Background: an optimization exercise with open tools, aiming at small area, a short achievable clock period and few clock cycles per item. Do not read the settings as production practice.
Where RTL was checked, it was by simulation tests only, not by an equivalence proof against the original.
Power figures rest on the tool's default switching activity, not on a simulated workload.

old:
==> flow/design.v <==
module pdcch_top #(parameter
  TOP_CONFIG_BIT_WIDTH=110,
  CONT_CONFIG_BIT_WIDTH=105,
  OP_DATA_WIDTH=8,
  FIFO_DEPTH=16,
  PTR_SIZE=$clog2(FIFO_DEPTH)
)(
  input                             clk,
  input                             reset,
  input  [TOP_CONFIG_BIT_WIDTH-1:0] s_axis_top_config_data,
  input                             s_axis_top_config_valid,
  output                            s_axis_top_config_ready,
  output [OP_DATA_WIDTH-1:0]        m_axis_top_data,
  output                            m_axis_top_valid,
  input                             m_axis_top_ready
);
  localparam [30:0] X1C = 31'h5e485840;   
  localparam [30:0] R0  = 31'h0099110e;   
  localparam [30:0] R1  = 31'h0132221c;   
  wire [109:0] din  = s_axis_top_config_data;
  wire         vin  = s_axis_top_config_valid;
  wire         mrdy = m_axis_top_ready;
  wire [8:0]  bwpsize  = din[109:101];
  wire [11:0] bwpstart = din[100:89];
  wire [6:0]  slot     = din[86:80];
  wire [15:0] nid      = din[79:64];
  wire [3:0]  sym      = din[63:60];
  wire [12:0] doff     = din[57:45];
  function automatic [30:0] a1_2(input [30:0] s);
    a1_2 = {s[4]^s[1], s[3]^s[0], s[30:2]};
  endfunction
  function automatic [30:0] a2_2(input [30:0] s);
    a2_2 = {s[4]^s[3]^s[2]^s[1], s[3]^s[2]^s[1]^s[0], s[30:2]};
  endfunction
  function automatic [30:0] a1_16(input [30:0] s);
    integer m;
    reg [15:0] e;
    begin
      for (m = 0; m < 16; m = m + 1) e[m] = s[m] ^ s[m+3];
      a1_16 = {e, s[30:16]};
    end
  endfunction
  function automatic [30:0] a2_16(input [30:0] s);
    integer m;
    reg [15:0] e;
    begin
      for (m = 0; m < 16; m = m + 1) e[m] = s[m] ^ s[m+1] ^ s[m+2] ^ s[m+3];
      a2_16 = {e, s[30:16]};
    end
  endfunction
  reg        s_wait, s_mul, s_skip, s_acc, s_emit;
  reg [30:0] x1, u;
  reg [14:0] acc;
  reg        c1, dz, df;            
  reg [12:0] sk;
  reg        fast, skz;             
  reg [16:0] cnt;
  reg        last;                  
  reg [3:0]  j;
  reg        bjr;                   
  reg [1:0]  pst;
  reg        pcur;
  reg [1:0]  od, td;                
  reg        ov, tv;
  wire p_ok   = (pst == 2'd3);
  wire gen    = (s_emit || (s_acc && !cnt[16])) && !tv;
  wire load   = p_ok && (s_wait || (s_emit && !tv && last));
  wire sk_run = s_skip && !skz;
  wire [1:0] item = {x1[1] ^ (^(u & R1)), x1[0] ^ (^(u & R0))};
  wire cnt_hi0  = (cnt[16:4] == 13'd0);
  wire cnt_is1  = cnt_hi0 && (cnt[3:0] == 4'd1);
  wire cnt_is8  = cnt_hi0 && (cnt[3:0] == 4'd8);
  wire        dec8    = s_skip && fast;
  wire [13:0] cnt_hid = cnt[16:3] - 14'd1;
  wire [16:0] cnt_dec = {(dec8 || cnt[2:0] == 3'd0) ? cnt_hid : cnt[16:3],
                         dec8 ? cnt[2:0] : cnt[2:0] - 3'd1};
  wire sk_is1   = (sk == 13'd1);
  wire sk_is8   = (sk == 13'd8);
  wire [12:0] sk_dec = dec8 ? {sk[12:3] - 10'd1, sk[2:0]} : {sk[12:3], sk[2:0] - 3'd1};
  wire skip_end = fast ? sk_is8 : sk_is1;
  wire [10:0] a_val = {sk[10:4], 4'b0} - {3'b0, sk[10:4], 1'b0} + {7'b0, sk[3:0]} + 11'd1;
  wire [24:0] bin = {bwpstart, nid[12:0]};
  reg  [24:0] bsel;
  reg         bone;
  integer k;
  always @(*) begin
    bsel = 25'd0;
    bone = 1'b0;
    if (load)
      bsel[24] = 1'b1;                        
    else if (pst == 2'd1)
      bsel[12] = 1'b1;                        
    else if (s_mul) begin
      for (k = 1; k < 13; k = k + 1)
        if (j == k) bsel[12 + k] = 1'b1;      
    end else begin
      for (k = 2; k < 14; k = k + 1)
        if (j == k) bsel[k - 2] = 1'b1;       
      if (j == 4'd1) bone = 1'b1;             
    end
  end
  wire [14:0] acc_add = {acc[13:0], 1'b0} + {2'b0, sk};
  wire [10:0] three_b = {1'b0, sk[8:0], 1'b0} + {2'b0, sk[8:0]};   
  reg [12:0] sk_n;
  reg        sk_w, fast_n, skz_n;
  always @(*) begin
    sk_w   = 1'b0;
    sk_n   = sk;
    fast_n = fast && (sk[12:3] != 10'd1);
    skz_n  = skip_end;
    if (!pcur) begin
      sk_w = 1'b1; sk_n = {2'b00, slot, sym};
    end else if (pst == 2'd1) begin
      sk_w = 1'b1; sk_n = {2'b00, a_val};
    end else if (pst == 2'd2 && j == 4'd0 && !s_mul) begin
      sk_w = 1'b1; sk_n = {4'd0, bwpsize};
    end
    if (load) begin
      sk_w   = 1'b1;
      sk_n   = c1 ? {2'b0, three_b} : doff;
      fast_n = df;
      skz_n  = dz;
    end else if (s_mul) begin
      sk_w   = (pst == 2'd3);
      sk_n   = doff;
      fast_n = df;
      skz_n  = dz;
    end else if (sk_run) begin
      sk_w   = 1'b1;
      sk_n   = sk_dec;
    end
  end
  always @(posedge clk) begin
    if (sk_w) begin
      sk   <= sk_n;
      fast <= fast_n;
      skz  <= skz_n;
    end
  end
  wire lfsr_en = load || sk_run || gen;
  always @(posedge clk) begin
    if (lfsr_en) begin
      if (load) begin
        u  <= {acc[13:0], nid, 1'b0};
        x1 <= X1C;
      end else if (s_skip && fast) begin
        x1 <= a1_16(x1);
        u  <= a2_16(u);
      end else begin
        x1 <= a1_2(x1);
        u  <= a2_2(u);
      end
    end
  end
  always @(posedge clk) begin
    if (load) begin
      cnt  <= {5'd0, three_b, 1'b0};
      last <= (sk[8:0] == 9'd0);
    end else if (s_mul) begin
      cnt  <= {1'b0, acc, 1'b0};         
      last <= (acc == 15'd0);
    end else if (sk_run || gen) begin
      cnt  <= cnt_dec;
      last <= (s_skip && fast) ? cnt_is8 : cnt_is1;
    end
  end
  always @(posedge clk) begin
    c1 <= (din[88:87] == 2'd1);
    dz <= (doff == 13'd0);
    df <= |doff[12:3];
    bjr <= bone | (|(bin & bsel));
    if (load) begin
      acc <= 15'd0;
      j   <= 4'd11;
    end else if (!pcur) begin
      acc <= 15'd0;
    end else if (pst == 2'd1) begin
      j   <= 4'd13;
    end else if (pst == 2'd2) begin
      acc <= bjr ? acc_add : {acc[13:0], 1'b0};
      j   <= j - 4'd1;
    end
  end
  always @(posedge clk) begin
    if (reset) begin
      s_wait <= 1'b1;
      s_mul  <= 1'b0;
      s_skip <= 1'b0;
      s_acc  <= 1'b0;
      s_emit <= 1'b0;
      pst    <= 2'd0;
      pcur   <= 1'b0;
      ov     <= 1'b0;
      tv     <= 1'b0;
    end else begin
      if (tv) begin
        if (mrdy) begin
          od <= td;
          tv <= 1'b0;
        end
      end else if (gen) begin
        if (!ov || mrdy) begin
          od <= item;
          ov <= 1'b1;
        end else begin
          td <= item;
          tv <= 1'b1;
        end
      end else if (mrdy)
        ov <= 1'b0;
      if (!pcur) begin
        if (vin) begin
          pst  <= 2'd1;
          pcur <= 1'b1;
        end
      end else if (pst == 2'd1)
        pst <= 2'd2;
      else if (pst == 2'd2 && j == 4'd0)
        pst <= 2'd3;
      if (load && c1)
        pst <= 2'd2;
      if (s_acc) begin
        pcur <= 1'b0;
        pst  <= 2'd0;
      end
      if (load) begin
        s_wait <= 1'b0;
        s_emit <= 1'b0;
        s_mul  <= c1;
        s_acc  <= !c1 && dz;
        s_skip <= !c1 && !dz;
      end else if (s_mul) begin
        if (pst == 2'd3) begin
          s_mul  <= 1'b0;
          s_skip <= 1'b1;
        end
      end else if (s_skip) begin
        if (skz || skip_end) begin
          s_skip <= 1'b0;
          s_acc  <= 1'b1;
        end
      end else if (s_acc) begin
        s_acc <= 1'b0;
        if (cnt[16] || (gen && last)) s_wait <= 1'b1;
        else                          s_emit <= 1'b1;
      end else if (s_emit) begin
        if (gen && last) begin
          s_emit <= 1'b0;
          s_wait <= 1'b1;
        end
      end
    end
  end
  assign s_axis_top_config_ready = s_acc;
  assign m_axis_top_valid = ov;
  assign m_axis_top_data  = {6'b000000, od};
endmodule
export LEC_CHECK = 0
export ABC_CLOCK_PERIOD_IN_PS = 2500
export CAP_MARGIN = 20
export CORE_MARGIN = 2
export CORE_UTILIZATION = 40
export CTS_BUF_LIST = sky130_fd_sc_hd__clkbuf_8
export PLACE_DENSITY = 0.7
export SLEW_MARGIN = 20
create_clock -name core_clock -period 8.5 [get_ports {clk}]
standard.sh (not shown) runs the stock make flow with config.mk's settings and CLKGATE_MAP_FILE= SYNTH_SCRIPT=/design/flow/synth_recipe.tcl, a recipe that flattens the netlist after the stock synthesis.
==> flow/flow/run.sh <==
#!/bin/bash
# Standard layout with two changes: the port buffers are buf_1 (inputs) and
# buf_4 (outputs) instead of the default choice (a slow delay buffer), and
# repair_timing aims at a larger setup margin.
set -euo pipefail
here=$(cd "$(dirname "$0")" && pwd)
export BUFFER_PORTS_ARGS="-inputs -buffer_cell sky130_fd_sc_hd__buf_1"
export PRE_GLOBAL_PLACE_TCL="$here/ports.tcl"
export SETUP_SLACK_MARGIN=5.8
bash standard.sh > standard_flow.log 2>&1
==> flow/flow/ports.tcl <==
# Output ports get buf_4 buffers (they drive the 10 fF port load); the input
# ports are buffered with buf_1 through BUFFER_PORTS_ARGS.
buffer_ports -outputs -buffer_cell sky130_fd_sc_hd__buf_4
old was carried through to the last stage, and its layout satisfied the timing, DRC and antenna checks.
Testbench counts of old, summed over its fixed seeds: cycles 14,881, items 13,663.
Setup changes, old to new
Settings: clearing PLACE_DENSITY, which used to be 0.7; putting CTS_CLUSTER_SIZE at 30 where nothing was set; putting CTS_CLUSTER_DIAMETER at 80 where nothing was set.
### Flow results
- Changes observed in new relative to old: final instance area lower, worst hold slack across all endpoints barely changed, maximum ir drop on the vdd rail has decreased.
- When new is measured against old, its utilization turns out 0.38 points lower.
- Relative to old, the shortest clock period the worst path allows after layout of new is lower by 0.042 ns.
- Re worst-case setup margin in the final layout: new is 0.042 ns up on old.
- Sort new and old by proportion of cell area occupied by registers, descending, and new comes first.

* * *

## run A
// pdcch_top: RTL as listed in full above, without the edits since
Settings: LEC_CHECK=0, ABC_CLOCK_PERIOD_IN_PS=2500, CAP_MARGIN=20, CORE_MARGIN=2, CORE_UTILIZATION=40, CTS_BUF_LIST=sky130_fd_sc_hd__clkbuf_4 sky130_fd_sc_hd__clkbuf_8, SLEW_MARGIN=20; clock period 8.5 ns.
Scripts as last shown in full above: flow/flow/run.sh, flow/flow/ports.tcl
Run A finished every step from synthesis to the final layout, and the layout passed the timing, DRC and antenna checks.
Testbench counts of run A, summed over its fixed seeds: cycles 14,881, items 13,663.
For run B, these inputs were changed with respect to run A:
- an added CTS_CLUSTER_DIAMETER of 80
- a change of CTS_BUF_LIST from sky130_fd_sc_hd__clkbuf_4 sky130_fd_sc_hd__clkbuf_8 to sky130_fd_sc_hd__clkbuf_8
- an added CTS_CLUSTER_SIZE of 30
-- flow/flow/run.sh --
<<< run A, line 7
export BUFFER_PORTS_ARGS="-inputs -buffer_cell sky130_fd_sc_hd__buf_1"
export PRE_GLOBAL_PLACE_TCL="$here/ports.tcl"
export SETUP_SLACK_MARGIN=5.8
bash standard.sh > standard_flow.log 2>&1
>>> run B, line 7
export BUFFER_PORTS_ARGS="-inputs -buffer_cell sky130_fd_sc_hd__buf_1"
export PRE_GLOBAL_PLACE_TCL="$here/ports.tcl"
export SETUP_SLACK_MARGIN=5.85
bash standard.sh > standard_flow.log 2>&1
### Flow results
- Run A reports its worst setup path endpoint as sk[5]$_DFFE_PP_ while run B reports sk[10]$_DFFE_PP_.
- Taking run A as the reference, in run B data arrival at the endpoint of the critical path down 20 ps; amount of wire on met3 after detailed routing up 15%; flip-flop and latch count flat; share of power burned in combinational logic down 1.5 points; share of the cycle needed by the critical path after routing flat.
### run B -> run C
-- flow/flow/run.sh --
<<< run B, line 7
export BUFFER_PORTS_ARGS="-inputs -buffer_cell sky130_fd_sc_hd__buf_1"
export PRE_GLOBAL_PLACE_TCL="$here/ports.tcl"
export SETUP_SLACK_MARGIN=5.85
bash standard.sh > standard_flow.log 2>&1
>>> run C, line 7
export BUFFER_PORTS_ARGS="-inputs -buffer_cell sky130_fd_sc_hd__buf_1"
export PRE_GLOBAL_PLACE_TCL="$here/ports.tcl"
export SETUP_SLACK_MARGIN=5.9
bash standard.sh > standard_flow.log 2>&1
[summary]
Run C went all the way through synthesis, placement and routing and the layout is clean on timing, DRC and antenna. Run C -> run B: post-synthesis compound-gate area fraction delta 0, exact match. In run C the relative area of clock buffers and inverters in the final design turned out 0.21 points higher than in run B. Looking at overall power, run C sits above run B.
Input-level comparison between run D and run C:
- CTS_CLUSTER_SIZE no longer set, was 30
- PLACE_DENSITY now 0.5, previously not set
- CTS_CLUSTER_DIAMETER no longer set, was 80
-- flow/flow/run.sh --
<<< run C, line 7
export BUFFER_PORTS_ARGS="-inputs -buffer_cell sky130_fd_sc_hd__buf_1"
export PRE_GLOBAL_PLACE_TCL="$here/ports.tcl"
export SETUP_SLACK_MARGIN=5.9
bash standard.sh > standard_flow.log 2>&1
>>> run D, line 7
export BUFFER_PORTS_ARGS="-inputs -buffer_cell sky130_fd_sc_hd__buf_1"
export PRE_GLOBAL_PLACE_TCL="$here/ports.tcl"
export SETUP_SLACK_MARGIN=5.8
bash standard.sh > standard_flow.log 2>&1
Findings:
- Delta (run D minus run C): per-cell routed wire length grew by about 2.8%; sequential cell area about even; number of fill cells up 126; clock input transition at the sequential cells of the worst setup and hold paths held; final instance area shows a reduction of 1.7%.
- Hold slack: run D > run C
- Run D: combinational power share 0.7 points below run C
- Comparing ratio of final minimum period to clock period for run D and run C, the bigger number came from run D.
- Run C → run D: critical path depth now larger, via count now smaller, global-route wire length before repair now larger.

* * *

## JK
pdcch_top, a different RTL version from the one above (not shown whole).
Size in the first run: roughly 1,100 cells after synthesis, roughly 120 I/O pins, ~9500 sq um of cells after synthesis.
Settings: LEC_CHECK=0, ABC_CLOCK_PERIOD_IN_PS=2500, CAP_MARGIN=20, CORE_MARGIN=2, CORE_UTILIZATION=40, SLEW_MARGIN=20; clock period 8.5 ns.
==> flow/flow/run.sh <==
#!/bin/bash
# Standard layout, with the port buffers made of buf_4 cells instead of the
# default choice (a slow delay buffer), and repair_timing aiming at a larger
# setup margin.
set -euo pipefail
export BUFFER_PORTS_ARGS="-buffer_cell sky130_fd_sc_hd__buf_4"
export SETUP_SLACK_MARGIN=5.8
bash standard.sh > standard_flow.log 2>&1
Testbench counts of JK, summed over its fixed seeds: cycles 14,881, items 13,663.
Changes in MS relative to JK:
--- a/flow/flow/run.sh
+++ b/flow/flow/run.sh
@@ -6,3 +6,3 @@
 export BUFFER_PORTS_ARGS="-buffer_cell sky130_fd_sc_hd__buf_4"
-export SETUP_SLACK_MARGIN=5.8
+export SETUP_SLACK_MARGIN=5.5
 bash standard.sh > standard_flow.log 2>&1
Results
- MS vs JK — clock period minus worst slack rose 0.24 ns.
- Share of post-route cells with drive strength above 1 ended up 2.9 points lower on MS than on JK.
- The number of global-route vias before repair in MS was lower than what JK gave.
- MS and JK ended up with nearly the same worst hold slack.
- When the final numbers for MS and JK were put side by side, the cell area after layout turned out to be smaller in MS.
- JK vs MS, timing startpoint of the critical path: sk[1]$_DFFE_PP_ vs s_acc$_SDFFE_PP0P_
- Areal power density over the cells grows slightly when moving from JK to MS.
- Between MS and JK, the total routing usage reported by global routing is higher for MS.

* * *

Another version of the RTL of pdcch_top (not shown whole).
Size in the first run: ~1200 cells after synthesis, ~120 I/O pins, about 10000 um^2 of cells after synthesis.
export LEC_CHECK = 0
export ABC_CLOCK_PERIOD_IN_PS = 2500
export CAP_MARGIN = 20
export CORE_MARGIN = 2
export CORE_UTILIZATION = 40
export SETUP_SLACK_MARGIN = 5
export SLEW_MARGIN = 20
create_clock -name core_clock -period 8.5 [get_ports {clk}]
run.sh (not shown) runs the stock make flow with config.mk's settings and CLKGATE_MAP_FILE= SYNTH_SCRIPT=/design/flow/synth_recipe.tcl, a recipe that flattens the netlist after the stock synthesis.
Stock flow here: none of the scripts above is used.
The baseline ran to the end with no violations.
Next try:
ABC_CLOCK_PERIOD_IN_PS = not set   (was 2500)
SETUP_SLACK_MARGIN = not set   (was 5)
Hold slack gets better by 0.016 ns.
Core utilization went down by 1.6 points.
Design area went down by 3.2%.
Final cell count came out lower by 1.2%.
Global-route usage drops by 0.99 points.
Clock skew fell by 0.0038 ns.
Function was not checked in any run of this note: the RTL went through the layout flow alone.

[port drivers added, routing unchanged]
In the flow no input, the clock included, has a driving cell. The finished layouts below were timed again as built, in two steps.
Step 1: set_driving_cell puts a clkbuf_16 on clk and a buf_2 on each other input, an assumption about the parent block.
Step 2 times the ports against the registers' clock, not the clock port: input delays grow and output delays shrink by t, the midpoint of the rising clock arrivals with the driver on.
a / b / c = ideal / step 1 / step 2; a / b = the first two.
run | shift t [ns] | slack for setup (ns) | hold slack, ns | worst data-port slew with drivers (ns) | cell pins on the clock port's net
old | 0.499 | 5.862 / 5.843 / 5.528 | 0.501 / 0.501 / 0.501 | 0.04 | 1
new | 0.491 | 5.904 / 5.862 / 5.473 | 0.500 / 0.500 / 0.500 | 0.04 | 1
run A | 0.497 | 5.881 / 5.856 / 5.477 | 0.500 / 0.500 / 0.500 | 0.04 | 1
run B | 0.498 | 5.882 / 5.855 / 5.517 | 0.495 / 0.495 / 0.495 | 0.04 | 1
run C | 0.494 | 5.906 / 5.863 / 5.507 | 0.487 / 0.487 / 0.487 | 0.03 | 1
run D | 0.492 | 5.883 / 5.848 / 5.516 | 0.493 / 0.493 / 0.493 | 0.04 | 1
JK | 0.472 | 5.794 / 5.794 / 5.360 | 0.494 / 0.494 / 0.494 | 0.05 | 1
MS | 0.475 | 5.555 / 5.510 / 5.228 | 0.497 / 0.497 / 0.497 | 0.04 | 1
the first run of note 4 | 0.472 | 4.958 / 4.982 / 4.510 | 0.553 / 0.553 / 0.553 | 0.04 | 1
the second run of note 4 | 0.474 | 4.414 / 4.441 / 3.967 | 0.569 / 0.569 / 0.569 | 0.05 | 1
After both steps every run listed still meets setup and hold. The setup slack of the first run of note 4, which loses most, moves by +0.024 ns with the drivers and by -0.448 ns with both steps.
